Source: an optimization exercise on an open RTL-to-GDS flow (aim: small area). Production flows keep margins and buffers that such runs may drop.
Function was checked by simulation only, so behaviour that the tests miss may differ from the original.
The clock port is modelled as an ideal driver; clocking choices that lean on that would not hold on a real chip.

Setup of maple:
==> flow/design.v (excerpt) <==
module power #(
    parameter DATA_WIDTH = 32
)(
    input  wire                     clk,
    input  wire                     reset_n,
    input  wire                     s_valid,
    input  wire  [DATA_WIDTH-1:0]   s_data,
    output wire                     s_ready,
    input  wire                     m_ready,
    output wire                     m_valid,
    output wire  [63:0]             m_data
);
For scale: ~5700 cells after synthesis, ~59000 um^2 of cells after synthesis.
export LEC_CHECK = 0
export CAP_MARGIN = 20
export CORE_MARGIN = 2
export CORE_UTILIZATION = 40
export CTS_BUF_LIST = sky130_fd_sc_hd__clkbuf_8
export CTS_CLUSTER_DIAMETER = 150
export CTS_CLUSTER_SIZE = 40
export SLEW_MARGIN = 20
export SYNTH_HIERARCHICAL = 1
create_clock -name core_clock -period 11.0 [get_ports {clk}]
standard.sh (not shown) runs the stock make flow with config.mk's settings and CLKGATE_MAP_FILE= SYNTH_SCRIPT=/design/flow/synth_recipe.tcl, a recipe that flattens the netlist after the stock synthesis.
==> flow/flow/run.sh <==
#!/bin/bash
# The standard layout, with one change: the port buffers that global
# placement inserts are buf_1 cells (buffer_ports picks clkdlybuf4s50_1 on
# its own).  Everything else, synthesis included, is standard.sh's.
set -euo pipefail
bash standard.sh 'BUFFER_PORTS_ARGS=-buffer_cell sky130_fd_sc_hd__buf_1' finish > standard_flow.log 2>&1
What pepper does differently from maple at the input level:
Settings: CTS_BUF_LIST: sky130_fd_sc_hd__clkbuf_8 -> unset; CTS_CLUSTER_DIAMETER: 150 -> unset; CTS_CLUSTER_SIZE: 40 -> unset.
==> flow/run.sh (new file) <==
#!/bin/bash
# synth_recipe.tcl (not shown) runs the flow's synth.tcl, then flattens the netlist and writes it again
# the make line also repeats each setting of config.mk as NAME=value (left out here)
make -C /OpenROAD-flow-scripts/flow DESIGN_CONFIG=/design/flow/config.mk WORK_HOME=/design/flow/orfs CLKGATE_MAP_FILE= SYNTH_SCRIPT=/design/flow/synth_recipe.tcl finish
removed: flow/flow/run.sh
removed: flow/standard.sh
Findings:
There was hardly any difference in final period utilization between maple and pepper.
~same met1 track demand over resource in global routing in pepper and maple
The setup slack of pepper is larger than that of maple.
From maple to pepper the numbers moved as follows: placer congestion estimate has decreased; post-layout minimum cycle time has decreased; wire length of the first global-routing pass has remained practically unchanged.
Here is what was changed in the inputs of garnet compared with pepper.
Settings: CTS_BUF_LIST: unset -> sky130_fd_sc_hd__clkbuf_8.
==> flow/flow/run.sh (new file) <==
#!/bin/bash
# The standard layout (standard.sh, its synthesis unchanged), with two
# changes after synthesis:
#  - the port buffers that global placement inserts are buf_1 cells
#    (buffer_ports picks clkdlybuf4s50_1 on its own);
#  - clock tree synthesis inserts no dummy loads (its arguments are ORFS's
#    own, with the buffer list of config.mk, plus -dont_use_dummy_load).
set -euo pipefail
bash standard.sh 'BUFFER_PORTS_ARGS=-buffer_cell sky130_fd_sc_hd__buf_1' \
  'CTS_ARGS=-sink_clustering_enable -repair_clock_nets -buf_list sky130_fd_sc_hd__clkbuf_8 -sink_clustering_size 30 -sink_clustering_max_diameter 100 -dont_use_dummy_load' \
  finish > standard_flow.log 2>&1
==> flow/standard.sh (new file) <==
#!/bin/bash
# synth_recipe.tcl (not shown) runs the flow's synth.tcl, then flattens the netlist and writes it again
# the make line also repeats each setting of config.mk as NAME=value (left out here)
make -C /OpenROAD-flow-scripts/flow DESIGN_CONFIG=/design/flow/config.mk WORK_HOME=/design/flow/orfs CLKGATE_MAP_FILE= SYNTH_SCRIPT=/design/flow/synth_recipe.tcl "${@:-finish}"
removed: flow/run.sh
Notes after the runs:
- Worst clock skew in garnet is 0.021 ns above pepper.
- Comparing pepper with garnet, the sequential share of cell area came out essentially unchanged.
- Comparing met3 wire length for pepper and garnet, the bigger number came from garnet.
- Relative to pepper, garnet improves via count.
- Global-route wire length before repair: pepper vs garnet, no meaningful difference
- Between pepper and garnet, the difference in number of buffers created by CTS is negligible.
- From pepper to garnet the numbers moved as follows: maximum cell stage delay along the critical path went down 0.12 ns, achievable frequency held.
Relative to garnet, the following input files were edited for ember:
==> flow/flow/run.sh <==
#!/bin/bash
# The standard layout (standard.sh, its synthesis unchanged), with two
# changes after synthesis:
#  - the port buffers that global placement inserts are buf_1 cells
#    (buffer_ports picks clkdlybuf4s50_1 on its own);
#  - the resizer may not use buffers larger than buf_2 (flow/dontuse.tcl,
#    sourced at the start of each layout step).
set -euo pipefail
bash standard.sh synth > standard_synth.log 2>&1
H="$PWD/flow/dontuse.tcl"
bash standard.sh 'BUFFER_PORTS_ARGS=-buffer_cell sky130_fd_sc_hd__buf_1' \
  PRE_FLOORPLAN_TCL="$H" PRE_GLOBAL_PLACE_TCL="$H" PRE_RESIZE_TCL="$H" \
  PRE_DETAIL_PLACE_TCL="$H" PRE_CTS_TCL="$H" PRE_GLOBAL_ROUTE_TCL="$H" \
  PRE_REPAIR_TIMING_POST_PLACE_TCL="$H" PRE_DETAIL_ROUTE_TCL="$H" \
  finish > standard_flow.log 2>&1
==> flow/flow/dontuse.tcl (new file) <==
# Keep the resizer to small buffers: it otherwise splits the fanout of the
# registers with buf_4 cells, where buf_1/buf_2 do.
set_dont_use {sky130_fd_sc_hd__buf_4 sky130_fd_sc_hd__buf_6 sky130_fd_sc_hd__buf_8 sky130_fd_sc_hd__buf_12 sky130_fd_sc_hd__buf_16}
==> comparison <==
Diff garnet -> ember: wire length held, setup slack saw a decrease, sequential portion of the cell area neither gained nor lost much.
Total number of vias sits higher in ember than in garnet.
ember — layout overhead on the synthesized area 1.6 points higher, garnet as reference

afterwards: timing with drivers on the ports:
No port has a modelled driver above. Below, the same layouts with a new extraction and two added sets of constraints.
Step 1: set_driving_cell puts a clkbuf_16 on clk and a buf_2 on each other input, an assumption about the parent block.
Step 2 times the ports against the registers' clock, not the clock port: input delays grow and output delays shrink by t, the midpoint of the rising clock arrivals with the driver on.
Three values: no drivers, after step 1, after step 2; two values: the first two.
| run | t (ns) | slack for setup (ns) | hold slack, ns | worst setup path at the end | latest minus earliest clock arrival (ns) |
|---|---|---|---|---|---|
| maple | 0.611 | 0.439 / 0.366 / 0.977 | 0.470 / 0.470 / 0.470 | register to output | 0.026 / 0.025 |
| pepper | 0.548 | 0.448 / 0.370 / 0.918 | 0.459 / 0.459 / 0.459 | register to output | 0.023 / 0.023 |
| garnet | 0.597 | 0.474 / 0.400 / 0.996 | 0.459 / 0.459 / 0.459 | register to output | 0.041 / 0.041 |
| ember | 0.619 | 0.351 / 0.276 / 0.894 | 0.465 / 0.465 / 0.465 | register to output | 0.026 / 0.027 |
After both steps setup and hold are still met in every run listed.
